Background: an optimization exercise with open tools, aiming at small area. Do not read the settings as production practice. The RTL was checked by simulation tests, not by an equivalence proof against the original design. Power is estimated from default activity; no workload was simulated.

==> flow/design.v (outline; a module is shown in full before it is edited, if it fits) <==
// module DivFreq: 24 lines
// module Cronometro: 59 lines
// module Barrido: 24 lines
// module Comparador: 58 lines
// module UART: 64 lines
// module PWM: 27 lines
// module BCDSSeg: 24 lines
// module LCD_Controller: 73 lines
// module LCD_TEXT: 195 lines
// module Reset_Delay: 30 lines
// module Pantallas: 537 lines
// module PILLOUT: 285 lines
module PILLOUT(clk,
					rst,
					filas,
					columnas,
					RX,
					TX,
					Servo1,
					Servo2,
					Bocina,
					HEX0,
					dis,
					LCD_RW, 
					LCD_EN, 
					LCD_RS, 
					LCD_DATA);
  // ...
==> flow/run.sh <==
#!/bin/bash
# synth_recipe.tcl (not shown) runs the flow's synth.tcl, then flattens the netlist and writes it again
# the make line also repeats each setting of config.mk as NAME=value (left out here)
make -C /OpenROAD-flow-scripts/flow DESIGN_CONFIG=/design/flow/config.mk WORK_HOME=/design/flow/orfs CLKGATE_MAP_FILE= SYNTH_SCRIPT=/design/flow/synth_recipe.tcl finish
==> flow/config.mk <==
export PLATFORM = sky130hd
export DESIGN_NAME = PILLOUT
export DESIGN_NICKNAME = PILLOUT
export VERILOG_FILES = /design/flow/design.v
export SDC_FILE = /design/flow/constraint.sdc
export NUM_CORES = 4
export LEC_CHECK = 0
export CAP_MARGIN = 20
export CORE_MARGIN = 2
export CORE_UTILIZATION = 45
export SLEW_MARGIN = 20
==> flow/constraint.sdc <==
create_clock -name core_clock -period 10.0 [get_ports {clk}]
set_input_delay 2.0000 -clock core_clock [delete_from_list [all_inputs] [get_ports {clk}]]
set_output_delay 2.0000 -clock core_clock [all_outputs]
set_load 0.01 [all_outputs]
==> summary.md, run 1 <==
| Metric | Value |
|---|---|
| CTS tree | done |
| Seq area share | 42.1% |
| Most common library cell in the layout ignoring fill and taps | dfxtp_1 |
| Starting density of the core | 45.2% |
| Design Area, Final | 0.0717 sq mm |
| Max-cap violations | 0 |
| Sequential cell count | 1401 |
| DP Area | 0.0664 sq mm |
| Status | timing/DRC/antenna clean |
| Setup TNS | 0 ns |
| Count leader, synth | dfxtp_1 |
| Setup WS pre-CTS | 4.35 ns |
| CTS Hold Bufs | 0 |
| Met3 Use GR | 5.30% |
| GRT Max-Usage Layer | met2 |
| Number of synthesized flops with an enable pin | 212 |
| DR iter-0 viols | 6362 |
| Sw Pwr | 0.00265 W |
| Count of cell types in the netlist | 88 |
| GR Layer Usage met2 | 44.8% |
| Multi-input logic portion of the cell area | 44.5% |
| IO Pins | 34 |
| Int Power | 0.00920 W |
| Crit-path leading delay family | buffers and inverters |
| Final Slew Violations | 0 |
| Signal buffers | 123 |
==> module DivFreq, before the edit <==
module DivFreq(clk, rst, tick, con);
input clk;
input rst;
input [28:0]con;
output reg tick;
reg newCLK;
reg [28:0] contador;
always @(posedge clk) begin
	if(rst) begin
		contador <= 0;
		newCLK   <= 0;
		tick     <= 0;
	end else begin
		if(contador + 1'b1 == con) begin
			contador <= 0;
			newCLK   <= !newCLK;
			tick     <= !newCLK;
		end else begin
			contador <= contador + 1'b1;
			tick     <= 0;
		end
	end
end
endmodule
==> module Cronometro, before the edit <==
module Cronometro(clk, rst, en, tiempo);
input clk;
input rst;
input en; 
output reg [23:0] tiempo;
reg [3:0] seg1;
reg [3:0] seg2;
reg [3:0] min1;
reg [3:0] min2;
reg [3:0] hora1;
reg [3:0] hora2;
reg [3:0] dia1;
reg [3:0] dia2;
reg [13:0] contador;
always @(posedge clk) begin
if(rst) begin
	seg1 = 0; seg2 = 0; min1 = 0; min2 = 0;
	hora1 = 0; hora2 = 0; dia1 = 0; dia2 = 0;
	contador = 0;
	tiempo <= 0;
end else if(en) begin
tiempo <= {dia2, dia1, hora2, hora1, min2, min1};
contador = contador+1;
if(contador == 'd10)begin
		seg1 = seg1+1;
		contador = 0;
	end 
	if(seg1 == 4'b1010)begin
		seg1 = 0;
		seg2 = seg2+1;
	end 
	if(seg2 == 4'b0110)begin
		seg2 = 0;
		min1 = min1+1;
	end 
	if(min1 == 4'b1010)begin
		min1 = 0;
		min2 = min2+1;
	end 
	if(min2 == 4'b0110)begin
		min2 = 0;
		hora1 = hora1+1;
	end 
	if(hora1 == 4'b1010)begin
		hora1 = 0;
		hora2 = hora2+1;
	end 
	if(hora1 == 4'b0100 && hora2 == 4'b0010)begin
	hora1 = 0;
	hora2 = 0;
	dia1 = dia1 + 1;
	end
	if(dia1 == 4'b1010)begin
		dia1 = 0;
		dia2 = dia2+1;
	end 
end
end
endmodule
==> module Barrido, before the edit <==
module Barrido(clk, rst, en, columnas);
input clk;
input rst;
input en;
output reg [3:0] columnas;
reg [1:0]selector;
always @(posedge clk)
begin
if(rst) begin
columnas <= 0;
selector = 0;
end else if(en) begin
selector = selector + 1; 
	case (selector)
		2'b00: begin columnas <= 4'b0001; end
		2'b01: begin columnas <= 4'b0010; end
		2'b10: begin columnas <= 4'b0100; end
		2'b11: begin columnas <= 4'b1000; end
		default:
		begin columnas <= 4'b0000; end
	endcase
end
end
endmodule
==> module Comparador, before the edit <==
module Comparador(clk, rst, en, filas, columnas, numeros);
input [3:0]columnas;
input [3:0]filas;
input clk;
input rst;
input en;
output reg [4:0]numeros;
reg [4:0]num;
reg [4:0]shift_num;
reg env;
reg [13:0]delay;
always @(posedge clk)
begin
if(rst) begin
num = 0;
shift_num = 0;
env = 0;
delay = 0;
numeros <= 0;
end else if(en) begin
if(env == 1) numeros <= shift_num;
else numeros <= 5'h00;
delay = delay + 1;
env = 0;
case(columnas)
	4'b0001:
		case(filas)
		4'b0001: begin num = 5'h11; if(shift_num == num) env = 0; else begin shift_num = num; delay = 0; env = 1; end end
		4'b0010: begin num = 5'h12; if(shift_num == num) env = 0; else begin shift_num = num; delay = 0; env = 1; end end
		4'b0100: begin num = 5'h13; if(shift_num == num) env = 0; else begin shift_num = num; delay = 0; env = 1; end end
		4'b1000: begin num = 5'h1A; if(shift_num == num) env = 0; else begin shift_num = num; delay = 0; env = 1; end end
		endcase
	4'b0010:
		case(filas)
		4'b0001: begin num = 5'h14; if(shift_num == num) env = 0; else begin shift_num = num; delay = 0; env = 1; end end
		4'b0010: begin num = 5'h15; if(shift_num == num) env = 0; else begin shift_num = num; delay = 0; env = 1; end end
		4'b0100: begin num = 5'h16; if(shift_num == num) env = 0; else begin shift_num = num; delay = 0; env = 1; end end
		4'b1000: begin num = 5'h1B; if(shift_num == num) env = 0; else begin shift_num = num; delay = 0; env = 1; end end
		endcase
	4'b0100:
		case(filas)
		4'b0001: begin num = 5'h17; if(shift_num == num) env = 0; else begin shift_num = num; delay = 0; env = 1; end end
		4'b0010: begin num = 5'h18; if(shift_num == num) env = 0; else begin shift_num = num; delay = 0; env = 1; end end
		4'b0100: begin num = 5'h19; if(shift_num == num) env = 0; else begin shift_num = num; delay = 0; env = 1; end end
		4'b1000: begin num = 5'h1C; if(shift_num == num) env = 0; else begin shift_num = num; delay = 0; env = 1; end end
		endcase
	4'b1000:
		case(filas)
		4'b0001: begin num = 5'h1F; if(shift_num == num) env = 0; else begin shift_num = num; delay = 0; env = 1; end end
		4'b0010: begin num = 5'h10; if(shift_num == num) env = 0; else begin shift_num = num; delay = 0; env = 1; end end
		4'b0100: begin num = 5'h1E; if(shift_num == num) env = 0; else begin shift_num = num; delay = 0; env = 1; end end
		4'b1000: begin num = 5'h1D; if(shift_num == num) env = 0; else begin shift_num = num; delay = 0; env = 1; end end 
		endcase	
endcase	
if(delay == 'd100) shift_num = 5'h00;
end
end
endmodule
==> module UART, before the edit <==
module UART(clk, rst, RX, TX, RST, tag, done);
input clk;
input rst;
input RX;
input RST;
output reg TX;
output reg done;
output reg [0:31]tag;
reg TX_v;
reg done_v;
reg [0:31]tag_v;
reg [4:0]contador;
reg [4:0]delayTX;
reg [5:0]espacio;
reg lector;
reg empezar;
wire baud;
DivFreq div1(clk, rst, baud, 'd2);
always@(posedge clk)begin
TX_v = TX;
done_v = done;
tag_v = tag;
if(rst) begin
	tag_v = 0;
	contador = 0;
	delayTX = 0;
	espacio = 0;
	lector = 0;
	empezar = 0;
	TX_v = 0;
	done_v = 0;
end else if(baud) begin
contador = contador + 1;
delayTX = delayTX + 1;
	if(RST == 0 && lector == 0)begin
	lector = 1;
	delayTX = 0;
	TX_v = 1;
	done_v = 0;
	end
	if(delayTX == 'd31 && lector == 1)begin 
	TX_v = 0;
	end
	if(RX == 0 && empezar == 0)begin
		empezar = 1;
		contador = 'd0;
	end
	if(lector == 1 && empezar == 1 && contador == 'd25)begin
	contador='d0;
	if(espacio < 'd32) tag_v[espacio[4:0]]= RX;
	espacio = espacio + 1;
		if(espacio == 'd33) begin
		espacio = 0;
		empezar = 0;
		lector = 0;
		done_v = 1;
		end
	end
end
TX <= TX_v;
done <= done_v;
tag <= tag_v;
end
endmodule
==> module PWM, before the edit <==
module PWM(clk, rst, servo1, servo2, med);
input clk;
input rst;
input [3:0]med;
output reg servo1;
output servo2;
reg [21:0]contador;
assign servo2 = 1'b0;
always@(posedge clk)begin
	if(rst) begin
	contador = 0;
	servo1 <= 0;
	end else begin
	contador = contador + 1;
	if(contador =='d10_000) begin
	contador = 0;
	end
	case(med)
	4'h7: servo1 <= (contador < 'd1042) ? 1:0;
	4'h8: servo1 <= (contador < 'd486) ? 1:0;
	4'h9: servo1 <= (contador < 'd833) ? 1:0;
	4'hC: servo1 <= (contador < 'd1042) ? 1:0;
	default: servo1 <= (contador < 'd625) ? 1:0;
	endcase
	end
end
endmodule
==> module LCD_Controller, before the edit <==
module LCD_Controller ( 
                        iDATA,iRS,
                        iStart,oDone,
                        iCLK,iRST_N,
                        LCD_DATA,
                        LCD_RW,
                        LCD_EN,
                        LCD_RS);
parameter CLK_Divide = 1;
input [7:0] iDATA;
input       iRS,iStart;
input       iCLK,iRST_N;
output reg  oDone;
output [7:0] LCD_DATA;
output reg   LCD_EN;
output       LCD_RW;
output       LCD_RS;
reg [4:0]    Cont;
reg [1:0]    ST;
reg preStart,mStart;
assign LCD_DATA= iDATA;
assign LCD_RW= 1'b0;
assign LCD_RS= iRS;
reg oDone_v, LCD_EN_v;
always@(posedge iCLK)
begin
    oDone_v  = oDone;
    LCD_EN_v = LCD_EN;
    if(!iRST_N)
    begin
        oDone_v = 1'b0;
        LCD_EN_v= 1'b0;
        preStart<= 1'b0;
        mStart  = 1'b0;
        Cont    = 0;
        ST      = 0;
    end
    else
    begin
        preStart <= iStart;
        if({preStart,iStart}==2'b01)   
        begin
            mStart   =    1'b1;
            oDone_v  =    1'b0;
        end
        if(mStart)   
        begin
            case(ST)
            0:    ST = 1;  
            1:    begin
                    LCD_EN_v = 1'b1;
                    ST     = 2;
                end
            2:    begin                   
                    if(Cont<CLK_Divide)
                    Cont  = Cont+1;
                    else
                    ST    = 3;
                end
            3:    begin
                    LCD_EN_v  =    1'b0;
                    mStart  =    1'b0;
                    oDone_v =    1'b1;
                    Cont    =    0;
                    ST      =    0;
                end
            endcase
        end
    end
    oDone  <= oDone_v;
    LCD_EN <= LCD_EN_v;
end
endmodule
==> module LCD_TEXT, before the edit <==
module    LCD_TEXT (  
                    iCLK,iRST_N,
                    LCD_DATA,LCD_RW,LCD_EN,LCD_RS,
						  DATOS, DONE);
input [719:0]DATOS;
input  iCLK,iRST_N;
output [7:0] LCD_DATA;
output LCD_RW,LCD_EN,LCD_RS;
output reg DONE;
reg [6:0]  LUT_INDEX;
reg [8:0]  LUT_DATA;
reg [5:0]  mLCD_ST;
reg [17:0] mDLY;
reg        mLCD_Start;
reg [7:0]  mLCD_DATA;
reg        mLCD_RS;
wire       mLCD_Done;
reg [6:0]  LUT_INDEX_v;
reg [5:0]  mLCD_ST_v;
reg [17:0] mDLY_v;
reg        mLCD_Start_v;
reg [7:0]  mLCD_DATA_v;
reg        mLCD_RS_v;
reg        DONE_v;
parameter    LCD_INTIAL  = 0;
parameter    LCD_LINE1   = 5;
parameter    LCD_LINE2   = LCD_LINE1+20;
parameter    LCD_LINE3   = LCD_LINE1+40;
parameter    LCD_LINE4   = LCD_LINE1+60;
parameter    LUT_SIZE    = LCD_LINE1+80;
always@(posedge iCLK)
begin
    LUT_INDEX_v  = LUT_INDEX;
    mLCD_ST_v    = mLCD_ST;
    mDLY_v       = mDLY;
    mLCD_Start_v = mLCD_Start;
    mLCD_DATA_v  = mLCD_DATA;
    mLCD_RS_v    = mLCD_RS;
    DONE_v       = DONE;
    if(!iRST_N)
    begin
        LUT_INDEX_v  = 0;
        mLCD_ST_v    = 0;
        mDLY_v       = 0;
        mLCD_Start_v = 0;
        mLCD_DATA_v  = 0;
        mLCD_RS_v    = 0;
        DONE_v = 0;
    end
    else
    begin
        if(LUT_INDEX_v<LUT_SIZE)
        begin
            case(mLCD_ST_v)
            0:    begin
                    mLCD_DATA_v  = LUT_DATA[7:0];
                    mLCD_RS_v    = LUT_DATA[8];
                    mLCD_Start_v = 1;
                    mLCD_ST_v    = 1;
                end
            1:    begin
                    if(mLCD_Done)
                    begin
                    mLCD_Start_v = 0;
                    mLCD_ST_v    = 2;                   
                    end
                end
            2:    begin
                    if(mDLY_v < 18'h0003E)  
                    mDLY_v = mDLY_v+1;
                    else
                    begin
                       mDLY_v    = 0;
                       mLCD_ST_v = 3;
                    end
                end
            3:    begin
                    LUT_INDEX_v  = LUT_INDEX_v+1;
                    mLCD_ST_v    = 0;
                end
            endcase
        end
		  else DONE_v = 1;
    end
    LUT_INDEX  <= LUT_INDEX_v;
    mLCD_ST    <= mLCD_ST_v;
    mDLY       <= mDLY_v;
    mLCD_Start <= mLCD_Start_v;
    mLCD_DATA  <= mLCD_DATA_v;
    mLCD_RS    <= mLCD_RS_v;
    DONE       <= DONE_v;
end
always @(*)
begin
    case(LUT_INDEX)
    LCD_INTIAL+0:    LUT_DATA    =    9'h038;  
    LCD_INTIAL+1:    LUT_DATA    =    9'h00C;  
    LCD_INTIAL+2:    LUT_DATA    =    9'h001;  
    LCD_INTIAL+3:    LUT_DATA    =    9'h006;  
    LCD_INTIAL+4:    LUT_DATA    =    9'h080;  
    LCD_LINE1+0:     LUT_DATA    =    DATOS[8:0];	    
    LCD_LINE1+1:     LUT_DATA    =    DATOS[17:9];   
    LCD_LINE1+2:     LUT_DATA    =    DATOS[26:18];   
    LCD_LINE1+3:     LUT_DATA    =    DATOS[35:27];   
    LCD_LINE1+4:     LUT_DATA    =    DATOS[44:36];   
    LCD_LINE1+5:     LUT_DATA    =    DATOS[53:45];  
    LCD_LINE1+6:     LUT_DATA    =    DATOS[62:54];  
    LCD_LINE1+7:     LUT_DATA    =    DATOS[71:63];   
    LCD_LINE1+8:     LUT_DATA    =    DATOS[80:72];   
    LCD_LINE1+9:     LUT_DATA    =    DATOS[89:81];   
    LCD_LINE1+10:    LUT_DATA    =    DATOS[98:90];  
    LCD_LINE1+11:    LUT_DATA    =    DATOS[109:99];
    LCD_LINE1+12:    LUT_DATA    =    DATOS[116:108];
    LCD_LINE1+13:    LUT_DATA    =    DATOS[125:117];
    LCD_LINE1+14:    LUT_DATA    =    DATOS[134:126];
    LCD_LINE1+15:    LUT_DATA    =    DATOS[143:135];
	 LCD_LINE1+16:    LUT_DATA    =    DATOS[152:144];
	 LCD_LINE1+17:    LUT_DATA    =    DATOS[161:153];
    LCD_LINE1+18:    LUT_DATA    =    DATOS[170:162];
    LCD_LINE1+19:    LUT_DATA    =    DATOS[179:171]; 
    LCD_LINE3+0:     LUT_DATA    =    DATOS[188:180];  
    LCD_LINE3+1:     LUT_DATA    =    DATOS[197:189];  
    LCD_LINE3+2:     LUT_DATA    =    DATOS[206:198];  
    LCD_LINE3+3:     LUT_DATA    =    DATOS[215:207];  
    LCD_LINE3+4:     LUT_DATA    =    DATOS[224:216];  
    LCD_LINE3+5:     LUT_DATA    =    DATOS[233:225];  
    LCD_LINE3+6:     LUT_DATA    =    DATOS[242:234];  
    LCD_LINE3+7:     LUT_DATA    =    DATOS[251:243];  
    LCD_LINE3+8:     LUT_DATA    =    DATOS[260:252];  
    LCD_LINE3+9:    LUT_DATA    =    DATOS[269:261];  
    LCD_LINE3+10:    LUT_DATA    =    DATOS[278:270];  
    LCD_LINE3+11:    LUT_DATA    =    DATOS[287:279];  
    LCD_LINE3+12:    LUT_DATA    =    DATOS[296:288];  
    LCD_LINE3+13:    LUT_DATA    =    DATOS[305:297];  
    LCD_LINE3+14:    LUT_DATA    =    DATOS[314:306];
    LCD_LINE3+15:    LUT_DATA    =    DATOS[323:315];
	 LCD_LINE3+16:    LUT_DATA    =    DATOS[332:324]; 
	 LCD_LINE3+17:    LUT_DATA    =    DATOS[341:333];  
    LCD_LINE3+18:    LUT_DATA    =    DATOS[350:342];  
    LCD_LINE3+19:     LUT_DATA    =    DATOS[359:351];  
    LCD_LINE2+0:     LUT_DATA    =    DATOS[368:360];  
    LCD_LINE2+1:     LUT_DATA    =    DATOS[377:369];  
    LCD_LINE2+2:     LUT_DATA    =    DATOS[386:378];  
    LCD_LINE2+3:     LUT_DATA    =    DATOS[395:387];  
    LCD_LINE2+4:     LUT_DATA    =    DATOS[404:396];  
    LCD_LINE2+5:     LUT_DATA    =    DATOS[413:405];  
    LCD_LINE2+6:     LUT_DATA    =    DATOS[422:414];  
    LCD_LINE2+7:     LUT_DATA    =    DATOS[431:423];  
    LCD_LINE2+8:     LUT_DATA    =    DATOS[440:432];  
    LCD_LINE2+9:     LUT_DATA    =    DATOS[449:441];  
    LCD_LINE2+10:    LUT_DATA    =    DATOS[458:450];  
    LCD_LINE2+11:    LUT_DATA    =    DATOS[467:459];  
    LCD_LINE2+12:    LUT_DATA    =    DATOS[476:468];  
    LCD_LINE2+13:    LUT_DATA    =    DATOS[485:477];  
    LCD_LINE2+14:    LUT_DATA    =    DATOS[494:486];
    LCD_LINE2+15:    LUT_DATA    =    DATOS[503:495];
	 LCD_LINE2+16:    LUT_DATA    =    DATOS[512:504]; 
	 LCD_LINE2+17:    LUT_DATA    =    DATOS[521:513];  
    LCD_LINE2+18:    LUT_DATA    =    DATOS[530:522];  
    LCD_LINE2+19:    LUT_DATA    =    DATOS[539:531];  
    LCD_LINE4+0:     LUT_DATA    =    DATOS[548:540];  
    LCD_LINE4+1:     LUT_DATA    =    DATOS[557:549];  
    LCD_LINE4+2:     LUT_DATA    =    DATOS[566:558];  
    LCD_LINE4+3:     LUT_DATA    =    DATOS[575:567];  
    LCD_LINE4+4:     LUT_DATA    =    DATOS[584:576];  
    LCD_LINE4+5:     LUT_DATA    =    DATOS[593:585];  
    LCD_LINE4+6:     LUT_DATA    =    DATOS[602:594];  
    LCD_LINE4+7:     LUT_DATA    =    DATOS[611:603];  
    LCD_LINE4+8:     LUT_DATA    =    DATOS[620:612];  
    LCD_LINE4+9:     LUT_DATA    =    DATOS[629:621];  
    LCD_LINE4+10:    LUT_DATA    =    DATOS[638:630];  
    LCD_LINE4+11:    LUT_DATA    =    DATOS[647:639];  
    LCD_LINE4+12:    LUT_DATA    =    DATOS[656:648];  
    LCD_LINE4+13:    LUT_DATA    =    DATOS[665:657];  
    LCD_LINE4+14:    LUT_DATA    =    DATOS[674:666];
    LCD_LINE4+15:    LUT_DATA    =    DATOS[683:675];
	 LCD_LINE4+16:    LUT_DATA    =    DATOS[692:684]; 
	 LCD_LINE4+17:    LUT_DATA    =    DATOS[701:693];  
    LCD_LINE4+18:    LUT_DATA    =    DATOS[710:702];  
    LCD_LINE4+19:    LUT_DATA    =    DATOS[719:711];  
    default:         LUT_DATA    =    9'h000;
    endcase
end
LCD_Controller u0 (  
                   .iDATA(mLCD_DATA),
                   .iRS(mLCD_RS),
                   .iStart(mLCD_Start),
                   .oDone(mLCD_Done),
                   .iCLK(iCLK),
                   .iRST_N(iRST_N),
                   .LCD_DATA(LCD_DATA),
                   .LCD_RW(LCD_RW),
                   .LCD_EN(LCD_EN),
                   .LCD_RS(LCD_RS));
endmodule
==> module Reset_Delay, before the edit <==
module    Reset_Delay(iCLK, rst, oRESET, DONE, DATOS);
input        iCLK;
input        rst;
input DONE;
output reg    oRESET;
input [719:0] DATOS;
reg [719:0] shift_DATA;
reg [19:0]Cont;
reg oRESET_v;
always@(posedge iCLK)
begin
    oRESET_v = oRESET;
    if(rst) begin
        Cont = 0;
        oRESET_v = 1'b0;
    end else begin
    if(Cont!=20'h000FF)
    begin
        Cont    =    Cont+1;
        oRESET_v    =    1'b0;
    end
    else begin
	 oRESET_v    =    1'b1;
	 end
	 if(DONE==1 && shift_DATA!=DATOS) Cont = 0;
    end
	 shift_DATA = DATOS;
    oRESET <= oRESET_v;
end
endmodule
==> run 2, diff against run 1 <==
--- a/flow/design.v
+++ b/flow/design.v
@@ -1,81 +1,49 @@
-module DivFreq(clk, rst, tick, con);
+module DivFreq(clk, rst, cnt, tick, baud);
 input clk;
 input rst;
-input [28:0]con;
-output reg tick;
-reg newCLK;
-reg [28:0] contador;
+output reg [2:0] cnt;
+output tick;
+output baud;
 always @(posedge clk) begin
-	if(rst) begin
-		contador <= 0;
-		newCLK   <= 0;
-		tick     <= 0;
-	end else begin
-		if(contador + 1'b1 == con) begin
-			contador <= 0;
-			newCLK   <= !newCLK;
-			tick     <= !newCLK;
-		end else begin
-			contador <= contador + 1'b1;
-			tick     <= 0;
-		end
-	end
+	if(rst) cnt <= 3'd0;
+	else    cnt <= cnt + 3'd1;
 end
+assign tick = (cnt == 3'd4);
+assign baud = (cnt[1:0] == 2'd2);
 endmodule
-module Cronometro(clk, rst, en, tiempo);
+module Cronometro(clk, rst, en, tiempo, carry);
 input clk;
 input rst;
-input en; 
-output reg [23:0] tiempo;
-reg [3:0] seg1;
-reg [3:0] seg2;
+input en;
+output [15:0] tiempo;
+output carry;
+reg [9:0] ticks;
 reg [3:0] min1;
-reg [3:0] min2;
+reg [2:0] min2;
 reg [3:0] hora1;
-reg [3:0] hora2;
-reg [3:0] dia1;
-reg [3:0] dia2;
-reg [13:0] contador;
+reg [1:0] hora2;
+assign carry  = en && (ticks == 10'd601);
+assign tiempo = {2'b00, hora2, hora1, 1'b0, min2, min1};
 always @(posedge clk) begin
 if(rst) begin
-	seg1 = 0; seg2 = 0; min1 = 0; min2 = 0;
-	hora1 = 0; hora2 = 0; dia1 = 0; dia2 = 0;
-	contador = 0;
-	tiempo <= 0;
+	ticks <= 10'd0;
+	min1 <= 4'd0; min2 <= 3'd0; hora1 <= 4'd0; hora2 <= 2'd0;
 end else if(en) begin
-tiempo <= {dia2, dia1, hora2, hora1, min2, min1};
-contador = contador+1;
-if(contador == 'd10)begin
-		seg1 = seg1+1;
-		contador = 0;
-	end 
-	if(seg1 == 4'b1010)begin
-		seg1 = 0;
-		seg2 = seg2+1;
-	end 
-	if(seg2 == 4'b0110)begin
-		seg2 = 0;
-		min1 = min1+1;
-	end 
-	if(min1 == 4'b1010)begin
-		min1 = 0;
-		min2 = min2+1;
-	end 
-	if(min2 == 4'b0110)begin
-		min2 = 0;
-		hora1 = hora1+1;
-	end 
-	if(hora1 == 4'b1010)begin
-		hora1 = 0;
-		hora2 = hora2+1;
-	end 
-	if(hora1 == 4'b0100 && hora2 == 4'b0010)begin
-	hora1 = 0;
-	hora2 = 0;
-	dia1 = dia1 + 1;
-	end
-	if(dia1 == 4'b1010)begin
-		dia1 = 0;
-		dia2 = dia2+1;
-	end 
+	if(ticks == 10'd601) begin
+		ticks <= 10'd2;
+		if(min1 != 4'd9) min1 <= min1 + 4'd1;
+		else begin
+			min1 <= 4'd0;
+			if(min2 != 3'd5) min2 <= min2 + 3'd1;
+			else begin
+				min2 <= 3'd0;
+				if(hora2 == 2'd2 && hora1 == 4'd3) begin
+					hora1 <= 4'd0; hora2 <= 2'd0;
+				end else if(hora1 == 4'd9) begin
+					hora1 <= 4'd0; hora2 <= hora2 + 2'd1;
+				end else hora1 <= hora1 + 4'd1;
+			end
+		end
+	end else
+		ticks <= ticks + 10'd1;
 end
@@ -87,4 +55,5 @@
 input en;
-output reg [3:0] columnas;
-reg [1:0]selector;
+output [3:0] columnas;
+reg [1:0] selector;
+reg       started;
 always @(posedge clk)
@@ -92,16 +61,10 @@
 if(rst) begin
-columnas <= 0;
-selector = 0;
+	selector <= 2'd0;
+	started  <= 1'b0;
 end else if(en) begin
-selector = selector + 1; 
-	case (selector)
-		2'b00: begin columnas <= 4'b0001; end
-		2'b01: begin columnas <= 4'b0010; end
-		2'b10: begin columnas <= 4'b0100; end
-		2'b11: begin columnas <= 4'b1000; end
-		default:
-		begin columnas <= 4'b0000; end
-	endcase
+	selector <= selector + 2'd1;
+	started  <= 1'b1;
 end
 end
+assign columnas = started ? (4'b0001 << selector) : 4'b0000;
 endmodule
@@ -114,26 +77,21 @@
 output reg [4:0]numeros;
-reg [4:0]num;
 reg [4:0]shift_num;
 reg env;
-reg [13:0]delay;
-always @(posedge clk)
-begin
-if(rst) begin
-num = 0;
-shift_num = 0;
-env = 0;
-delay = 0;
-numeros <= 0;
-end else if(en) begin
-if(env == 1) numeros <= shift_num;
-else numeros <= 5'h00;
-delay = delay + 1;
-env = 0;
-case(columnas)
+reg [6:0]delay;
+reg [4:0] num;
+reg       hit;
+reg [4:0] sn;
+reg [6:0] d;
+reg       e;
+always @(*) begin
+	hit = 1'b1;
+	num = 5'h00;
+	case(columnas)
 	4'b0001:
 		case(filas)
-		4'b0001: begin num = 5'h11; if(shift_num == num) env = 0; else begin shift_num = num; delay = 0; env = 1; end end
-		4'b0010: begin num = 5'h12; if(shift_num == num) env = 0; else begin shift_num = num; delay = 0; env = 1; end end
-		4'b0100: begin num = 5'h13; if(shift_num == num) env = 0; else begin shift_num = num; delay = 0; env = 1; end end
-		4'b1000: begin num = 5'h1A; if(shift_num == num) env = 0; else begin shift_num = num; delay = 0; env = 1; end end
+		4'b0001: num = 5'h11;
+		4'b0010: num = 5'h12;
+		4'b0100: num = 5'h13;
+		4'b1000: num = 5'h1A;
+		default: hit = 1'b0;
 		endcase
@@ -141,6 +99,7 @@
 		case(filas)
-		4'b0001: begin num = 5'h14; if(shift_num == num) env = 0; else begin shift_num = num; delay = 0; env = 1; end end
-		4'b0010: begin num = 5'h15; if(shift_num == num) env = 0; else begin shift_num = num; delay = 0; env = 1; end end
-		4'b0100: begin num = 5'h16; if(shift_num == num) env = 0; else begin shift_num = num; delay = 0; env = 1; end end
-		4'b1000: begin num = 5'h1B; if(shift_num == num) env = 0; else begin shift_num = num; delay = 0; env = 1; end end
+		4'b0001: num = 5'h14;
+		4'b0010: num = 5'h15;
+		4'b0100: num = 5'h16;
+		4'b1000: num = 5'h1B;
+		default: hit = 1'b0;
 		endcase
@@ -148,6 +107,7 @@
 		case(filas)
-		4'b0001: begin num = 5'h17; if(shift_num == num) env = 0; else begin shift_num = num; delay = 0; env = 1; end end
-		4'b0010: begin num = 5'h18; if(shift_num == num) env = 0; else begin shift_num = num; delay = 0; env = 1; end end
-		4'b0100: begin num = 5'h19; if(shift_num == num) env = 0; else begin shift_num = num; delay = 0; env = 1; end end
-		4'b1000: begin num = 5'h1C; if(shift_num == num) env = 0; else begin shift_num = num; delay = 0; env = 1; end end
+		4'b0001: num = 5'h17;
+		4'b0010: num = 5'h18;
+		4'b0100: num = 5'h19;
+		4'b1000: num = 5'h1C;
+		default: hit = 1'b0;
 		endcase
@@ -155,9 +115,32 @@
 		case(filas)
-		4'b0001: begin num = 5'h1F; if(shift_num == num) env = 0; else begin shift_num = num; delay = 0; env = 1; end end
-		4'b0010: begin num = 5'h10; if(shift_num == num) env = 0; else begin shift_num = num; delay = 0; env = 1; end end
-		4'b0100: begin num = 5'h1E; if(shift_num == num) env = 0; else begin shift_num = num; delay = 0; env = 1; end end
-		4'b1000: begin num = 5'h1D; if(shift_num == num) env = 0; else begin shift_num = num; delay = 0; env = 1; end end 
-		endcase	
-endcase	
-if(delay == 'd100) shift_num = 5'h00;
+		4'b0001: num = 5'h1F;
+		4'b0010: num = 5'h10;
+		4'b0100: num = 5'h1E;
+		4'b1000: num = 5'h1D;
+		default: hit = 1'b0;
+		endcase
+	default: hit = 1'b0;
+	endcase
+	sn = shift_num;
+	d  = (delay == 7'd101) ? delay : delay + 7'd1;
+	e  = 1'b0;
+	if(hit && shift_num != num) begin
+		sn = num;
+		d  = 7'd0;
+		e  = 1'b1;
+	end
+	if(d == 7'd100) sn = 5'h00;
+end
+always @(posedge clk)
+begin
+if(rst) begin
+	shift_num <= 5'h00;
+	env       <= 1'b0;
+	delay     <= 7'd0;
+	numeros   <= 5'h00;
+end else if(en) begin
+	numeros   <= env ? shift_num : 5'h00;
+	shift_num <= sn;
+	env       <= e;
+	delay     <= d;
 end
@@ -165,13 +148,12 @@
 endmodule
-module UART(clk, rst, RX, TX, RST, tag, done);
+module UART(clk, rst, baud, en, RX, TX, RST, tag, done);
 input clk;
 input rst;
+input baud;
+input en;
 input RX;
 input RST;
-output reg TX;
+output TX;
 output reg done;
-output reg [0:31]tag;
-reg TX_v;
-reg done_v;
-reg [0:31]tag_v;
+output reg [31:0]tag;
 reg [4:0]contador;
@@ -181,53 +163,65 @@
 reg empezar;
-wire baud;
-DivFreq div1(clk, rst, baud, 'd2);
-always@(posedge clk)begin
-TX_v = TX;
-done_v = done;
-tag_v = tag;
-if(rst) begin
-	tag_v = 0;
-	contador = 0;
-	delayTX = 0;
-	espacio = 0;
-	lector = 0;
-	empezar = 0;
-	TX_v = 0;
-	done_v = 0;
-end else if(baud) begin
-contador = contador + 1;
-delayTX = delayTX + 1;
-	if(RST == 0 && lector == 0)begin
-	lector = 1;
-	delayTX = 0;
-	TX_v = 1;
-	done_v = 0;
-	end
-	if(delayTX == 'd31 && lector == 1)begin 
-	TX_v = 0;
-	end
-	if(RX == 0 && empezar == 0)begin
-		empezar = 1;
-		contador = 'd0;
-	end
-	if(lector == 1 && empezar == 1 && contador == 'd25)begin
-	contador='d0;
-	if(espacio < 'd32) tag_v[espacio[4:0]]= RX;
-	espacio = espacio + 1;
-		if(espacio == 'd33) begin
-		espacio = 0;
-		empezar = 0;
-		lector = 0;
-		done_v = 1;
+reg pend;
+reg pbit;
+assign TX = lector && (delayTX != 5'd31);
+reg [4:0] c_v, d_v;
+reg [5:0] e_v;
+reg l_v, s_v, done_v, pend_v, pbit_v;
+always @(*) begin
+	c_v = contador; d_v = delayTX; e_v = espacio; l_v = lector; s_v = empezar;
+	done_v = done; pend_v = pend; pbit_v = pbit;
+	if(baud) begin
+		c_v = contador + 5'd1;
+		if(delayTX != 5'd31) d_v = delayTX + 5'd1;
+		if(RST == 1'b0 && lector == 1'b0) begin
+			l_v = 1'b1;
+			d_v = 5'd0;
+			done_v = 1'b0;
+		end
+		if(RX == 1'b0 && empezar == 1'b0) begin
+			s_v = 1'b1;
+			c_v = 5'd0;
+		end
+		if(l_v && s_v && c_v == 5'd25) begin
+			c_v = 5'd0;
+			if(espacio < 6'd32) begin pend_v = 1'b1; pbit_v = RX; end
+			e_v = espacio + 6'd1;
+			if(e_v == 6'd33) begin
+				e_v = 6'd0;
+				s_v = 1'b0;
+				l_v = 1'b0;
+				done_v = 1'b1;
+			end
 		end
 	end
+	if(en) pend_v = 1'b0;
 end
-TX <= TX_v;
-done <= done_v;
-tag <= tag_v;
+always@(posedge clk)begin
+	if(rst) begin
+		tag <= 32'd0;
+		contador <= 5'd0;
+		delayTX <= 5'd0;
+		espacio <= 6'd0;
+		lector <= 1'b0;
+		empezar <= 1'b0;
+		done <= 1'b0;
+		pend <= 1'b0;
+		pbit <= 1'b0;
+	end else begin
+		contador <= c_v;
+		delayTX <= d_v;
+		espacio <= e_v;
+		lector <= l_v;
+		empezar <= s_v;
+		done <= done_v;
+		pend <= pend_v;
+		pbit <= pbit_v;
+		if(en && pend) tag[5'd31 - (espacio[4:0] - 5'd1)] <= pbit;
+	end
 end
 endmodule
-module PWM(clk, rst, servo1, servo2, med);
+module PWM(clk, rst, cnt, servo1, servo2, med);
 input clk;
 input rst;
+input [2:0] cnt;
 input [3:0]med;
@@ -235,20 +229,23 @@
 output servo2;
-reg [21:0]contador;
+reg [10:0] hi;
 assign servo2 = 1'b0;
+wire wrap = (hi == 11'd1249) && (cnt == 3'd7);
+wire [13:0] cur = {hi, cnt};
+reg lt;
+always @(*) begin
+	case(med)
+	4'h7:    lt = (cur < 14'd1041);
+	4'h8:    lt = (cur < 14'd485);
+	4'h9:    lt = (cur < 14'd832);
+	4'hC:    lt = (cur < 14'd1041);
+	default: lt = (cur < 14'd624);
+	endcase
+end
 always@(posedge clk)begin
 	if(rst) begin
-	contador = 0;
-	servo1 <= 0;
+		hi     <= 11'd0;
+		servo1 <= 1'b0;
 	end else begin
-	contador = contador + 1;
-	if(contador =='d10_000) begin
-	contador = 0;
-	end
-	case(med)
-	4'h7: servo1 <= (contador < 'd1042) ? 1:0;
-	4'h8: servo1 <= (contador < 'd486) ? 1:0;
-	4'h9: servo1 <= (contador < 'd833) ? 1:0;
-	4'hC: servo1 <= (contador < 'd1042) ? 1:0;
-	default: servo1 <= (contador < 'd625) ? 1:0;
-	endcase
+		if(cnt == 3'd7) hi <= wrap ? 11'd0 : hi + 11'd1;
+		servo1 <= lt | wrap;
 	end
@@ -280,11 +277,3 @@
 endmodule
-module LCD_Controller ( 
-                        iDATA,iRS,
-                        iStart,oDone,
-                        iCLK,iRST_N,
-                        LCD_DATA,
-                        LCD_RW,
-                        LCD_EN,
-                        LCD_RS);
-parameter CLK_Divide = 1;
+module LCD_Controller (iDATA,iRS,iStart,oDone,iCLK,iRST_N,LCD_DATA,LCD_RW,LCD_EN,LCD_RS);
 input [7:0] iDATA;
@@ -297,3 +286,3 @@
 output       LCD_RS;
-reg [4:0]    Cont;
+reg          Cont;
 reg [1:0]    ST;
@@ -303,3 +292,4 @@
 assign LCD_RS= iRS;
-reg oDone_v, LCD_EN_v;
+reg oDone_v, LCD_EN_v, mStart_v, Cont_v;
+reg [1:0] ST_v;
 always@(posedge iCLK)
@@ -308,2 +298,5 @@
     LCD_EN_v = LCD_EN;
+    mStart_v = mStart;
+    Cont_v   = Cont;
+    ST_v     = ST;
     if(!iRST_N)
@@ -313,5 +306,5 @@
         preStart<= 1'b0;
-        mStart  = 1'b0;
-        Cont    = 0;
-        ST      = 0;
+        mStart_v  = 1'b0;
+        Cont_v    = 1'b0;
+        ST_v      = 2'd0;
     end
@@ -320,27 +313,27 @@
         preStart <= iStart;
-        if({preStart,iStart}==2'b01)   
+        if({preStart,iStart}==2'b01)
         begin
-            mStart   =    1'b1;
+            mStart_v =    1'b1;
             oDone_v  =    1'b0;
         end
-        if(mStart)   
+        if(mStart_v)
         begin
-            case(ST)
-            0:    ST = 1;  
-            1:    begin
+            case(ST_v)
+            2'd0:    ST_v = 2'd1;
+            2'd1:    begin
                     LCD_EN_v = 1'b1;
-                    ST     = 2;
+                    ST_v     = 2'd2;
                 end
-            2:    begin                   
-                    if(Cont<CLK_Divide)
-                    Cont  = Cont+1;
+            2'd2:    begin
+                    if(!Cont_v)
+                    Cont_v  = 1'b1;
                     else
-                    ST    = 3;
+                    ST_v    = 2'd3;
                 end
-            3:    begin
+            2'd3:    begin
                     LCD_EN_v  =    1'b0;
-                    mStart  =    1'b0;
-                    oDone_v =    1'b1;
-                    Cont    =    0;
-                    ST      =    0;
+                    mStart_v  =    1'b0;
+                    oDone_v   =    1'b1;
+                    Cont_v    =    1'b0;
+                    ST_v      =    2'd0;
                 end
@@ -351,2 +344,5 @@
     LCD_EN <= LCD_EN_v;
+    mStart <= mStart_v;
+    Cont   <= Cont_v;
+    ST     <= ST_v;
 end
@@ -364,4 +360,4 @@
 reg [8:0]  LUT_DATA;
-reg [5:0]  mLCD_ST;
-reg [17:0] mDLY;
+reg [1:0]  mLCD_ST;
+reg [5:0]  mDLY;
 reg        mLCD_Start;
@@ -371,4 +367,4 @@
 reg [6:0]  LUT_INDEX_v;
-reg [5:0]  mLCD_ST_v;
-reg [17:0] mDLY_v;
+reg [1:0]  mLCD_ST_v;
+reg [5:0]  mDLY_v;
 reg        mLCD_Start_v;
@@ -421,3 +417,3 @@
             2:    begin
-                    if(mDLY_v < 18'h0003E)  
+                    if(mDLY_v < 6'h3E)  
                     mDLY_v = mDLY_v+1;
@@ -548,35 +544,22 @@
 endmodule
-module    Reset_Delay(iCLK, rst, oRESET, DONE, DATOS);
+module    Reset_Delay(iCLK, rst, oRESET, DONE, chg);
 input        iCLK;
 input        rst;
-input DONE;
-output reg    oRESET;
-input [719:0] DATOS;
-reg [719:0] shift_DATA;
-reg [19:0]Cont;
-reg oRESET_v;
+input        DONE;
+input        chg;
+output reg   oRESET;
+reg [7:0] Cont;
 always@(posedge iCLK)
 begin
-    oRESET_v = oRESET;
     if(rst) begin
-        Cont = 0;
-        oRESET_v = 1'b0;
+        Cont   <= 8'd0;
+        oRESET <= 1'b0;
     end else begin
-    if(Cont!=20'h000FF)
-    begin
-        Cont    =    Cont+1;
-        oRESET_v    =    1'b0;
-    end
-    else begin
-	 oRESET_v    =    1'b1;
-	 end
-	 if(DONE==1 && shift_DATA!=DATOS) Cont = 0;
+        oRESET <= (Cont == 8'hFF);
+        if(DONE && chg) Cont <= 8'd0;
+        else if(Cont != 8'hFF) Cont <= Cont + 8'd1;
     end
-	 shift_DATA = DATOS;
-    oRESET <= oRESET_v;
 end
 endmodule
-module Pantallas(clk, en, DATOS, state, Usuarios, user, posi, posiH, in, validate, tiempo);
-input clk;
-input en;
+module Pantallas(DATOS, state, Usuarios, user, posi, posiH, in, validate, tiempo);
 input [2:0]state;
@@ -598,5 +581,6 @@
 parameter RFID2    = 4;
-always@(posedge clk)begin
-DATOS_v = DATOS;
-if(en) begin
+always@(*)begin
+DATOS_v = 720'd0;
+x = 4'd0; shift = 4'd0;
+begin
 case(state)
@@ -1112,4 +1096,31 @@
 end
-DATOS <= DATOS_v;
+DATOS = DATOS_v;
+end
+endmodule
+module Cambio(chg, st_s, info_s, user_s, posi_s, posiH_s, in_s, val_s, tcarry,
+              st_l, info_l, user_l, posi_l, posiH_l, in_l, val_l);
+output chg;
+input [2:0] st_s, st_l;
+input [128:0] info_s, info_l;
+input [1:0] user_s, user_l;
+input [1:0] posi_s, posi_l;
+input [2:0] posiH_s, posiH_l;
+input in_s, in_l, val_s, val_l, tcarry;
+wire [2:0] mark_s = (in_s && posiH_s < 3'd6) ? posiH_s : 3'd7;
+wire [2:0] mark_l = (in_l && posiH_l < 3'd6) ? posiH_l : 3'd7;
+wire d_user = user_s != user_l;
+wire d_form = (posi_s != posi_l) || (mark_s != mark_l) || (val_s != val_l);
+wire d_in   = in_s != in_l;
+reg c;
+always @(*) begin
+	case(st_s)
+	3'd0: c = tcarry;
+	3'd1: c = d_user || d_form || (info_s[48:1] != info_l[48:1]);
+	3'd2: c = d_form || (info_s[96:49] != info_l[96:49]);
+	3'd3: c = d_user || d_in || (in_s && info_s[128:97] != info_l[128:97]);
+	3'd4: c = d_in;
+	default: c = 1'b0;
+	endcase
 end
+assign chg = (st_s != st_l) || c;
 endmodule
@@ -1145,44 +1156,16 @@
 output LCD_RS;
-wire  [719:0] DATOS;  
 wire [4:0]num;
 wire Done;
-wire [23:0]tiempo;
+wire [15:0]tiempo;
+wire tcarry;
 wire DLY_RST;
 wire clk_10k;
+wire baud;
+wire [2:0]cnt;
 wire [31:0]tag;
 wire done;
-reg [2:0]state_q;
-reg [1:0]posi_q;
-reg [2:0]posiH_q;
-reg in_q;
-reg [15:0]contador_q;
-reg RST_q;
-reg [3:0]med_q;
-reg [514:0]Usuarios_q;
-reg [128:0]info_q;
-reg [3:0]user_q;
-reg validate_q;
-reg [2:0]state;
-reg [1:0]posi;
-reg [2:0]posiH;
-reg in;
-reg [15:0]contador;
-reg RST;
-reg [3:0]med;
-reg [514:0]Usuarios;
-reg [128:0]info;
-reg [3:0]user;
-reg validate;
+wire [719:0] DATOS;
+wire chg;
 assign Bocina = 1'b0;
 assign dis    = 1'b0;
-DivFreq 		div0 (clk, rst, clk_10k, 'd4);
-Cronometro cronometro1(clk, rst, clk_10k, tiempo);
-LCD_TEXT    LCD1(clk, DLY_RST & ~rst, LCD_DATA, LCD_RW, LCD_EN, LCD_RS, DATOS, Done);
-Reset_Delay r0 (clk, rst, DLY_RST, Done, DATOS);
-Pantallas   dis1(clk, clk_10k, DATOS, state_q, info_q, user_q, posi_q, posiH_q, in_q, validate_q, tiempo[15:0]);
-Barrido 		bar  (clk, rst, clk_10k, columnas);
-Comparador  comp (clk, rst, clk_10k, filas, columnas, num);
-UART RFID(clk, rst, RX, TX, RST_q, tag, done);
-PWM servos(clk, rst, Servo1, Servo2, med_q);
-BCDSSeg sseg(num[3:0], HEX0);
 parameter MenuPrin 	 = 0;
@@ -1193,50 +1176,73 @@
 parameter Medicamento = 5;
-always@(posedge clk)begin
-state = state_q;
-posi = posi_q;
-posiH = posiH_q;
-in = in_q;
-contador = contador_q;
-RST = RST_q;
-med = med_q;
-Usuarios = Usuarios_q;
-info = info_q;
-user = user_q;
-validate = validate_q;
-if(rst) begin
-state = 0;
-posi = 0;
-posiH = 0;
-in = 0;
-contador = 0;
-RST = 1;
-med = 0;
-Usuarios = 0;
-info = 0;
-user = 0;
-validate = 0;
-end else if(clk_10k) begin
-if(state == 0) med = num;
-info = 0;
-case(user)
-		4'h0:   info = Usuarios[128:0];  
-		4'h1:   info = Usuarios[257:129];
-		4'h2:   info = Usuarios[386:258];
-		4'h3:   info = Usuarios[514:387];
-endcase
+function [116:0] pack(input [128:0] i);
+	pack = {i[128:93], i[91:85], i[82:69], i[67:61], i[58:45], i[43:37], i[34:21], i[19:13], i[10:0]};
+endfunction
+function [128:0] unpack(input [116:0] p);
+	unpack = {p[116:81], 1'b0, p[80:74], 2'b00, p[73:60], 1'b0, p[59:53], 2'b00,
+	          p[52:39], 1'b0, p[38:32], 2'b00, p[31:18], 1'b0, p[17:11], 2'b00, p[10:0]};
+endfunction
+reg [2:0]state_s;
+reg [1:0]posi_s;
+reg [2:0]posiH_s;
+reg in_s;
+reg [8:0]contador_s;
+reg RST_s;
+reg [3:0]med_s;
+reg [1:0]user_s;
+reg validate_s;
+reg info128_s;       
+reg [116:0] U0_s, U1_s, U2_s;
+reg [115:0] U3_s;
+reg [4:0] num_i;
+reg done_i;
+reg rstd;
+wire [128:0] U3_full = unpack({1'b0, U3_s});
+wire [514:0] Usuarios = {U3_full[127:0], unpack(U2_s), unpack(U1_s), unpack(U0_s)};
+reg [128:0] info_rd;
+always @(*) begin
+	case(user_s)
+		2'h0: info_rd = Usuarios[128:0];
+		2'h1: info_rd = Usuarios[257:129];
+		2'h2: info_rd = Usuarios[386:258];
+		default: info_rd = {1'b0, Usuarios[514:387]};
+	endcase
+end
+wire [128:0] info_show = {info128_s, info_rd[127:0]};
+reg [2:0]state;
+reg [1:0]posi;
+reg [2:0]posiH;
+reg in;
+reg [8:0]contador;
+reg RST;
+reg [3:0]med;
+reg [128:0]info;
+reg [1:0]user;
+reg validate;
+always @(*) begin
+state = state_s;
+posi = posi_s;
+posiH = posiH_s;
+in = in_s;
+contador = contador_s;
+RST = RST_s;
+med = med_s;
+user = user_s;
+validate = validate_s;
+if(state == 0) med = num_i;
+info = info_rd;
 case(state)
 	MenuPrin:begin
-					if(num == 5'h11) begin
+					if(num_i == 5'h11) begin
 						state = 1;
 						info[0] = 1;  
-					if(Usuarios[0]   == 0) begin user=4'h0; end
-					else if(Usuarios[129] == 0) begin user=4'h1; end
-					else if(Usuarios[258] == 0) begin user=4'h2; end
-					else if(Usuarios[387] == 0) begin user=4'h3; end
+					if(Usuarios[0]   == 0) begin user=2'h0; end
+					else if(Usuarios[129] == 0) begin user=2'h1; end
+					else if(Usuarios[258] == 0) begin user=2'h2; end
+					else if(Usuarios[387] == 0) begin user=2'h3; end
 					else state = 0;
 					end
-					if(num == 5'h12) begin state = 4; RST = 0; end
+					if(num_i == 5'h12) begin state = 4; RST = 0; end
 			end
 	NewUser1:begin
-				if(in == 0 && num == 5'h1B) begin
+				if(in == 0 && num_i == 5'h1B) begin
 					state = 0; 
@@ -1248,46 +1254,46 @@
 				if(in == 0)begin
-					if(posi == 0 || (num == 5'h1C && posi == 2'b10)) posi = 2'b01;
-					else if((num == 5'h1D && posi == 2'b01) || (num == 5'h1c && posi == 2'b11)) posi = 2'b10;
-					else if(num == 5'h1D && posi == 2'b10) posi = 2'b11;
+					if(posi == 0 || (num_i == 5'h1C && posi == 2'b10)) posi = 2'b01;
+					else if((num_i == 5'h1D && posi == 2'b01) || (num_i == 5'h1c && posi == 2'b11)) posi = 2'b10;
+					else if(num_i == 5'h1D && posi == 2'b10) posi = 2'b11;
 				end
-				if((num == 5'h1A && (posi == 2'b01 || posi == 2'b10))|| in == 1)begin
+				if((num_i == 5'h1A && (posi == 2'b01 || posi == 2'b10))|| in == 1)begin
 				in = 1;
-					if((num == 5'h1E && posiH == 3'b000) || (num == 5'h1F && posiH == 3'b010)) posiH = 3'b001;
-					else if((num == 5'h1E && posiH == 3'b001) || (num == 5'h1F && posiH == 3'b011)) posiH = 3'b010;
-					else if((num == 5'h1E && posiH == 3'b010) || (num == 5'h1F && posiH == 3'b100)) posiH = 3'b011;
-					else if((num == 5'h1E && posiH == 3'b011) || (num == 5'h1F && posiH == 3'b101)) posiH = 3'b100;
-					else if((num == 5'h1E && posiH == 3'b100)) posiH = 3'b101;			
-					else if(num == 5'h1F && posiH == 3'b001) posiH = 3'b000;		
-					if(posi == 2'b01 && num[4]==1'b1 && num[3:0] <= 4'h9)begin
+					if((num_i == 5'h1E && posiH == 3'b000) || (num_i == 5'h1F && posiH == 3'b010)) posiH = 3'b001;
+					else if((num_i == 5'h1E && posiH == 3'b001) || (num_i == 5'h1F && posiH == 3'b011)) posiH = 3'b010;
+					else if((num_i == 5'h1E && posiH == 3'b010) || (num_i == 5'h1F && posiH == 3'b100)) posiH = 3'b011;
+					else if((num_i == 5'h1E && posiH == 3'b011) || (num_i == 5'h1F && posiH == 3'b101)) posiH = 3'b100;
+					else if((num_i == 5'h1E && posiH == 3'b100)) posiH = 3'b101;			
+					else if(num_i == 5'h1F && posiH == 3'b001) posiH = 3'b000;		
+					if(posi == 2'b01 && num_i[4]==1'b1 && num_i[3:0] <= 4'h9)begin
 						case(posiH)
-							3'b000: info[4:1] = num[3:0];
-							3'b001: info[8:5] = num[3:0];
-							3'b010: if(num[3:0] < 4'h3 && info[16:13] < 4'h4)info[12:9] = num[3:0];
+							3'b000: info[4:1] = num_i[3:0];
+							3'b001: info[8:5] = num_i[3:0];
+							3'b010: if(num_i[3:0] < 4'h3 && info[16:13] < 4'h4)info[12:9] = num_i[3:0];
 							3'b011: begin 
-									  if(info[12:9] != 4'h2) info[16:13] = num[3:0];
-										else if(num[3:0] < 4'h4) info[16:13] = num[3:0];
+									  if(info[12:9] != 4'h2) info[16:13] = num_i[3:0];
+										else if(num_i[3:0] < 4'h4) info[16:13] = num_i[3:0];
 									  end
-							3'b100: if(num[3:0] < 4'h6)info[20:17] = num[3:0];		
-							3'b101: info[24:21] = num[3:0];				
+							3'b100: if(num_i[3:0] < 4'h6)info[20:17] = num_i[3:0];		
+							3'b101: info[24:21] = num_i[3:0];				
 						endcase						
 					end
-					if(posi == 2'b10 && num[4]==1'b1 && num[3:0] <= 4'h9)begin
+					if(posi == 2'b10 && num_i[4]==1'b1 && num_i[3:0] <= 4'h9)begin
 					case(posiH)
-						3'b000: info[28:25] = num[3:0];
-						3'b001: info[32:29] = num[3:0];
-						3'b010: if(num[3:0] < 4'h3 && info[40:37] < 4'h4)info[36:33] = num[3:0];
+						3'b000: info[28:25] = num_i[3:0];
+						3'b001: info[32:29] = num_i[3:0];
+						3'b010: if(num_i[3:0] < 4'h3 && info[40:37] < 4'h4)info[36:33] = num_i[3:0];
 						3'b011: begin 
-									if(info[36:33] != 4'h2) info[40:37] = num[3:0];
-									else if(num[3:0] < 4'h4)info[40:37] = num[3:0];
+									if(info[36:33] != 4'h2) info[40:37] = num_i[3:0];
+									else if(num_i[3:0] < 4'h4)info[40:37] = num_i[3:0];
 								  end
-						3'b100: if(num[3:0] < 4'h6)info[44:41] = num[3:0];
-						3'b101: info[48:45] = num[3:0];				
+						3'b100: if(num_i[3:0] < 4'h6)info[44:41] = num_i[3:0];
+						3'b101: info[48:45] = num_i[3:0];				
 					endcase
 					end
-					if(num == 5'h1B)begin in=0; posiH = 3'b000; end
+					if(num_i == 5'h1B)begin in=0; posiH = 3'b000; end
 				end	
-				if(in == 0 && posi==2'b11 && num == 5'h1A)  begin state = 2; posi = 0; posiH = 0;end	
+				if(in == 0 && posi==2'b11 && num_i == 5'h1A)  begin state = 2; posi = 0; posiH = 0;end	
 				end
 	NewUser2:begin
-				if(in == 0 && num == 5'h1B) begin
+				if(in == 0 && num_i == 5'h1B) begin
 					state = 0; 
@@ -1300,39 +1306,39 @@
 				if(in ==	0)begin
-					if(num == 5'h1C && posi == 2'b01) posi = 2'b00;
-					if((num == 5'h1D && posi == 2'b00) || (num == 5'h1C && posi == 2'b10)) posi = 2'b01;
-					else if((num == 5'h1D && posi == 2'b01) || (num == 5'h1c && posi == 2'b11)) posi = 2'b10;
-					else if(num == 5'h1D && posi == 2'b10 && validate == 0) posi = 2'b11;
+					if(num_i == 5'h1C && posi == 2'b01) posi = 2'b00;
+					if((num_i == 5'h1D && posi == 2'b00) || (num_i == 5'h1C && posi == 2'b10)) posi = 2'b01;
+					else if((num_i == 5'h1D && posi == 2'b01) || (num_i == 5'h1c && posi == 2'b11)) posi = 2'b10;
+					else if(num_i == 5'h1D && posi == 2'b10 && validate == 0) posi = 2'b11;
 				end
-				if((num == 5'h1A && (posi == 2'b01 || posi == 2'b10)) || in == 1)begin
+				if((num_i == 5'h1A && (posi == 2'b01 || posi == 2'b10)) || in == 1)begin
 				in = 1;
-					if((num == 5'h1E && posiH == 3'b000) || (num == 5'h1F && posiH == 3'b010)) posiH = 3'b001;
-					else if((num == 5'h1E && posiH == 3'b001) || (num == 5'h1F && posiH == 3'b011)) posiH = 3'b010;
-					else if((num == 5'h1E && posiH == 3'b010) || (num == 5'h1F && posiH == 3'b100)) posiH = 3'b011;
-					else if((num == 5'h1E && posiH == 3'b011) || (num == 5'h1F && posiH == 3'b101)) posiH = 3'b100;
-					else if((num == 5'h1E && posiH == 3'b100)) posiH = 3'b101;			
-					else if(num == 5'h1F && posiH == 3'b001) posiH = 3'b000;		
-					if(posi == 2'b01 && num[4]==1'b1 && num[3:0] <= 4'h9)begin
+					if((num_i == 5'h1E && posiH == 3'b000) || (num_i == 5'h1F && posiH == 3'b010)) posiH = 3'b001;
+					else if((num_i == 5'h1E && posiH == 3'b001) || (num_i == 5'h1F && posiH == 3'b011)) posiH = 3'b010;
+					else if((num_i == 5'h1E && posiH == 3'b010) || (num_i == 5'h1F && posiH == 3'b100)) posiH = 3'b011;
+					else if((num_i == 5'h1E && posiH == 3'b011) || (num_i == 5'h1F && posiH == 3'b101)) posiH = 3'b100;
+					else if((num_i == 5'h1E && posiH == 3'b100)) posiH = 3'b101;			
+					else if(num_i == 5'h1F && posiH == 3'b001) posiH = 3'b000;		
+					if(posi == 2'b01 && num_i[4]==1'b1 && num_i[3:0] <= 4'h9)begin
 						case(posiH)
-							3'b000: info[52:49] = num[3:0];
-							3'b001: info[56:53] = num[3:0];
-							3'b010: if(num[3:0] < 4'h3 && info[64:61] < 4'h4)info[60:57] = num[3:0];
+							3'b000: info[52:49] = num_i[3:0];
+							3'b001: info[56:53] = num_i[3:0];
+							3'b010: if(num_i[3:0] < 4'h3 && info[64:61] < 4'h4)info[60:57] = num_i[3:0];
 							3'b011: begin 
-									  if(info[60:57] != 4'h2) info[64:61] = num[3:0];
-										else if(num[3:0] < 4'h4) info[64:61] = num[3:0];
+									  if(info[60:57] != 4'h2) info[64:61] = num_i[3:0];
+										else if(num_i[3:0] < 4'h4) info[64:61] = num_i[3:0];
 									  end
-							3'b100: if(num[3:0] < 4'h6)info[68:65] = num[3:0];		
-							3'b101: info[72:69] = num[3:0];				
+							3'b100: if(num_i[3:0] < 4'h6)info[68:65] = num_i[3:0];		
+							3'b101: info[72:69] = num_i[3:0];				
 						endcase
 					end
-					if(posi == 2'b10 && num[4]==1'b1 && num[3:0] <= 4'h9)begin
+					if(posi == 2'b10 && num_i[4]==1'b1 && num_i[3:0] <= 4'h9)begin
 					case(posiH)
-						3'b000: info[76:73] = num[3:0];
-						3'b001: info[80:77] = num[3:0];
-						3'b010: if(num[3:0] < 4'h3 && info[88:85] < 4'h4)info[84:81] = num[3:0];
+						3'b000: info[76:73] = num_i[3:0];
+						3'b001: info[80:77] = num_i[3:0];
+						3'b010: if(num_i[3:0] < 4'h3 && info[88:85] < 4'h4)info[84:81] = num_i[3:0];
 						3'b011: begin 
-									if(info[84:81] != 4'h2) info[88:85] = num[3:0];
-									else if(num[3:0] < 4'h4)info[88:85] = num[3:0];
+									if(info[84:81] != 4'h2) info[88:85] = num_i[3:0];
+									else if(num_i[3:0] < 4'h4)info[88:85] = num_i[3:0];
 								  end
-						3'b100: if(num[3:0] < 4'h6)info[92:89] = num[3:0];
-						3'b101: info[96:93] = num[3:0];				
+						3'b100: if(num_i[3:0] < 4'h6)info[92:89] = num_i[3:0];
+						3'b101: info[96:93] = num_i[3:0];				
 					endcase
@@ -1340,4 +1346,4 @@
 				end
-				if(num == 5'h1B)begin in=0; posiH = 3'b000; end
-				if(in == 0 && num == 5'h1A)begin
+				if(num_i == 5'h1B)begin in=0; posiH = 3'b000; end
+				if(in == 0 && num_i == 5'h1A)begin
 					if(posi==2'b11)begin
@@ -1351,5 +1357,5 @@
 					RST = 1;
-					if(num == 5'h1b) state = 2;					
+					if(num_i == 5'h1b) state = 2;					
 					info[128:97] = tag[31:0];
-					in = done;
+					in = done_i;
 						if(in == 1)begin
@@ -1365,9 +1371,9 @@
 					RST = 1;
-					if(num == 5'h1b) state = 0;	
-					if(done)begin
+					if(num_i == 5'h1b) state = 0;	
+					if(done_i)begin
 						case(tag)
-							Usuarios[128:97]:  begin user = 4'h0; state = 1; in = 0; validate = 1; info[128:97] = tag[31:0];end
-							Usuarios[257:226]: begin user = 4'h1; state = 1; in = 0; validate = 1; info[128:97] = tag[31:0];end
-							Usuarios[386:355]: begin user = 4'h2; state = 1; in = 0; validate = 1; info[128:97] = tag[31:0];end
-							Usuarios[514:483]: begin user = 4'h3; state = 1; in = 0; validate = 1; info[128:97] = tag[31:0];end
+							Usuarios[128:97]:  begin user = 2'h0; state = 1; in = 0; validate = 1; info[128:97] = tag[31:0];end
+							Usuarios[257:226]: begin user = 2'h1; state = 1; in = 0; validate = 1; info[128:97] = tag[31:0];end
+							Usuarios[386:355]: begin user = 2'h2; state = 1; in = 0; validate = 1; info[128:97] = tag[31:0];end
+							Usuarios[514:483]: begin user = 2'h3; state = 1; in = 0; validate = 1; info[128:97] = tag[31:0];end
 							default: begin
@@ -1380,21 +1386,54 @@
 endcase
-case(user)
-	4'h0: Usuarios[128:0]   = info;
-	4'h1: Usuarios[257:129] = info;
-	4'h2: Usuarios[386:258] = info;
-	4'h3: Usuarios[514:387] = info;
-endcase
-end	
-state_q <= state;
-posi_q <= posi;
-posiH_q <= posiH;
-in_q <= in;
-contador_q <= contador;
-RST_q <= RST;
-med_q <= med;
-Usuarios_q <= Usuarios;
-info_q <= info;
-user_q <= user;
-validate_q <= validate;
+if(rstd) begin
+state = 0;
+posi = 0;
+posiH = 0;
+in = 0;
+contador = 0;
+RST = 1;
+med = 0;
+info = 0;
+user = 0;
+validate = 0;
 end
+end
+wire [116:0] info_pk = pack(info);
+wire chg_now;
+always @(posedge clk) begin
+	if(rst) rstd <= 1'b1;
+	else if(clk_10k) rstd <= 1'b0;
+	if(clk_10k) begin
+		state_s <= state;
+		posi_s <= posi;
+		posiH_s <= posiH;
+		in_s <= in;
+		contador_s <= contador;
+		RST_s <= RST;
+		med_s <= med;
+		user_s <= user;
+		validate_s <= validate;
+		info128_s <= info[128];
+		num_i <= num;
+		done_i <= done;
+		if(rstd || user == 2'h0) U0_s <= pack(info);
+		if(rstd || user == 2'h1) U1_s <= pack(info);
+		if(rstd || user == 2'h2) U2_s <= pack(info);
+		if(rstd || user == 2'h3) U3_s <= info_pk[115:0];
+	end
+end
+DivFreq 	div0 (clk, rst, cnt, clk_10k, baud);
+Cronometro cronometro1(clk, rst, clk_10k, tiempo, tcarry);
+Pantallas  dis1(DATOS, state_s, info_show, {2'b00, user_s}, posi_s, posiH_s, in_s, validate_s, tiempo);
+Cambio     cmb (chg_now, state_s, info_show, user_s, posi_s, posiH_s, in_s, validate_s, tcarry,
+                state, info, user, posi, posiH, in, validate);
+reg chg_q;
+always @(posedge clk) chg_q <= clk_10k & chg_now;
+assign chg = chg_q;
+LCD_TEXT    LCD1(clk, DLY_RST & ~rst, LCD_DATA, LCD_RW, LCD_EN, LCD_RS, DATOS, Done);
+Reset_Delay r0 (clk, rst, DLY_RST, Done, chg);
+Barrido 	bar  (clk, rst, clk_10k, columnas);
+Comparador  comp (clk, rst, clk_10k, filas, columnas, num);
+UART RFID(clk, rst, baud, clk_10k, RX, TX, RST, tag, done);
+PWM servos(clk, rst, cnt, Servo1, Servo2, med);
+BCDSSeg sseg(num[3:0], HEX0);
 endmodule
==> run 2 against run 1 <==
Effect of this change:
- routed wire length decreased by 27%
- sequential power decreased by 47%
- synthesized area decreased by 37%
- sequential share of layout area decreased by 0.50 points
- still clean
- first-iteration DRC count decreased by 13%
==> summary.md, run 2 <==
| Metric | Value |
|---|---|
| Post-CTS Setup Bufs | 0 |
| Number of diodes | 0 |
| Peak VDD IR | 0.000131 V |
| Starting density of the core | 45.6% (+0.34 points) |
| Design Area, Final | 0.0440 sq mm (-39%) |
| Cells after Synth | 4069 |
| Routed WL | 161 mm |
| Setup TNS | 0 ns (unchanged) |
| Ys Warns | 13 |
| FP Rows | 109 |
| # nets final | 4039 |
| Tmin final | 6.29 ns |
| Ranking of synthesized cells by area | edfxtp_1 37%, dfxtp_1 8.1%, mux4_2 5.2%, nor2_1 3.8%, o21ai_0 3.5% |
| Routed vias | 35900 |
| WHS Endpoint | num_i[1]$_DFFE_PP_ |
| Global-route wire length before repair | 235 mm |
| Core Box Area | 0.0888 sq mm |
| CTS Buf Count | 75 |
| Count leader, synth | edfxtp_1 |
| CTS root buf | clkbuf_16 |
| Critical Path End Type | register |
| Critical Path AT | 6.79 ns |
| Clock Latency Late Sink | 0.67 ns |
| IO Pins | 34 (unchanged) |
| Vias per inst | 6.93 |
| Status | timing/DRC/antenna clean |
| Initial antenna violation count | 3 |
| Synth Register Bits | 663 |
| Global placer's final weighted congestion | 1.06 |
| Crit-path max FO | 25 |
| Die height | 304 um |
| Final Hold Viols | 0 |
| Critical path's slowest cell | edfxtp_1 |
| Setup WS pre-CTS | 4.06 ns (-0.291 ns) |
| Synth cell count leaders | 500 x edfxtp_1, 407 x nor2_1, 325 x nand2_1 |
| RSZ-0062 raised after global routing | false |
| Worst R2R Setup Slack | 3.71 ns |
| Critical Path Max Stage Delay | 1.01 ns |
| Fin util | 49.5% |
| Seq/Total Area, Yosys | 45.2% |
| Max-cap violations | 0 (unchanged) |
| Fmax | 159 MHz |
| CTS Hold Bufs | 0 (unchanged) |
| Cell mode on critical path | o311ai_1 |
| Power per Cell Area | 139 mW/mm^2 |
| IO Port Bufs | 29 |
| DR iter-0 viols | 5566 (-13%) |
| Worst hold stages | 0 |
| Fin crit share | 62.9% |
| Reg-to-Reg Start | num_i[3]$_DFFE_PP_ |
| Yosys top cell area share | 37.1% |
| Wirelength per Cell | 31.2 um |
| Number of synthesized flops with an enable pin | 500 (+140%) |
| Area leader, netlist | edfxtp_1 |
| Worst hold path type | reg2reg |
| Die outline area | 0.0923 sq mm |
| Crit-path leading delay family | simple AND/OR/NAND/NOR gates |
| Final Skew | 0.0359 ns |
| Drt pass-1 iters | 8 |
| Post-DP HPWL | 113 mm |
| Final setup margin | 3.71 ns |
| DP Area | 0.0416 sq mm (-37%) |
| CTS max path bufs | 3 |
| Cell Chain, Critical Path | nand4bb_1, nor2_1, o311ai_1, ha_1, nor2b_1, a21oi_1, o22ai_1, a32o_1, a21boi_1, or4_1, a2111oi_0, o311ai_1, nor3_1, o311ai_1 |
| Crit path launch | num_i[3]$_DFFE_PP_ |
| Clk slew on worst S/H paths | 0.07 ns |
| Final Slew Violations | 0 (unchanged) |
| CTS tree | done |
| Count of cell types in the netlist | 111 (+26%) |
| Most common library cell in the layout ignoring fill and taps | edfxtp_1 |
run 2: cell types whose count changed after synthesis, moves of 55 or more:
cell / previous run / this run
nand2_1: 444 / 325
nor2_1: 1062 / 407
clkbuf_1: 444 / 190
dfxtp_1: 1189 / 163
a211oi_1: 330 / 42
xnor2_1: 239 / 74
a31oi_1: 166 / 50
nand3_1: 150 / 95
edfxtp_1: 212 / 500
mux2i_1: 351 / 39
inv_1: 224 / 121
run 2: worst max path at each step:
stage	end	slack, ns	cells after the start
global route	chg_q$_DFF_P_	3.59	14
finish	chg_q$_DFF_P_	3.71	14
CTS	chg_q$_DFF_P_	4.02	14
floorplan	U3_s[0]$_DFFE_PP_	1.42	13
detailed placement	chg_q$_DFF_P_	4.06	14
global placement	chg_q$_DFF_P_	4.22	14
run 2: cells by family after synthesis:
kind of cell,synth area share [%]
and+or+nand+nor,16.8
buffers and inverters,4.77
xor gates and xnor gates,4.29
DFF,45.2
AOI/OAI and AO/OA,18.8
adders and majority gates,2.23
muxes,7.85
other,0.00927
run 2: area by class of cell:
type / count / area (sq um)
Fill cell: 8132 / 44800
Multi-Input combinational cell: 2967 / 20400
Sequential cell: 663 / 18300
Clock buffer: 96 / 2020
Tap cell: 1165 / 1460
Timing Repair Buffer: 126 / 1050
Inverter: 127 / 477
Clock inverter: 36 / 337
run 2: stage by stage:
step,total power (W),std cells
6_report,0.00611,5180
5_1_grt,0.00630,5180
4_1_cts,0.00616,5180
3_5_place_dp,0.00346,5048
3_3_place_gp,0.00346,5047
2_1_floorplan,0.00333,4072
run 2: metal layers:
metal,share of wire [%],wire (um),global-route usage (%)
met1,41,66900,47.9
met2,41,66600,48.8
met3,11,18000,8.04
met4,6.2,9960,18.1
met5,0.024,38,0
run 2: power breakdown:
group          switching, W  total (W)  internal [W]
sequential        0.0000290    0.00303       0.00300
combinational      0.000282   0.000391      0.000109
clock               0.00114    0.00270       0.00156
total               0.00145    0.00611       0.00466

## port drivers added, routing unchanged
Ports are ideal in the flow. The routed layouts listed here were re-timed in OpenROAD.
Step 1 assumes that a clkbuf_16 drives the clock port and a buf_2 every other input.
Step 2 moves the port delays by t, midway between the first and last clock arrival at a register: inputs arrive t later, outputs are due t later. That takes back most of the time a late clock gives input paths.
Three values: ideal, step 1, step 2; two values: the first two.
run | t, ns | setup WS [ns] | worst setup path after step 2 | latest minus earliest clock arrival (ns) | slew at the worst register clock pin (ns)
run 1 | 0.885 | 4.235 / 4.235 / 4.235 | register to register | 0.051 / 0.051 | 0.07 / 0.07
run 2 | 0.721 | 3.714 / 3.714 / 3.714 | register to register | 0.036 / 0.036 | 0.07 / 0.07
After both steps setup and hold are still met in every run listed.
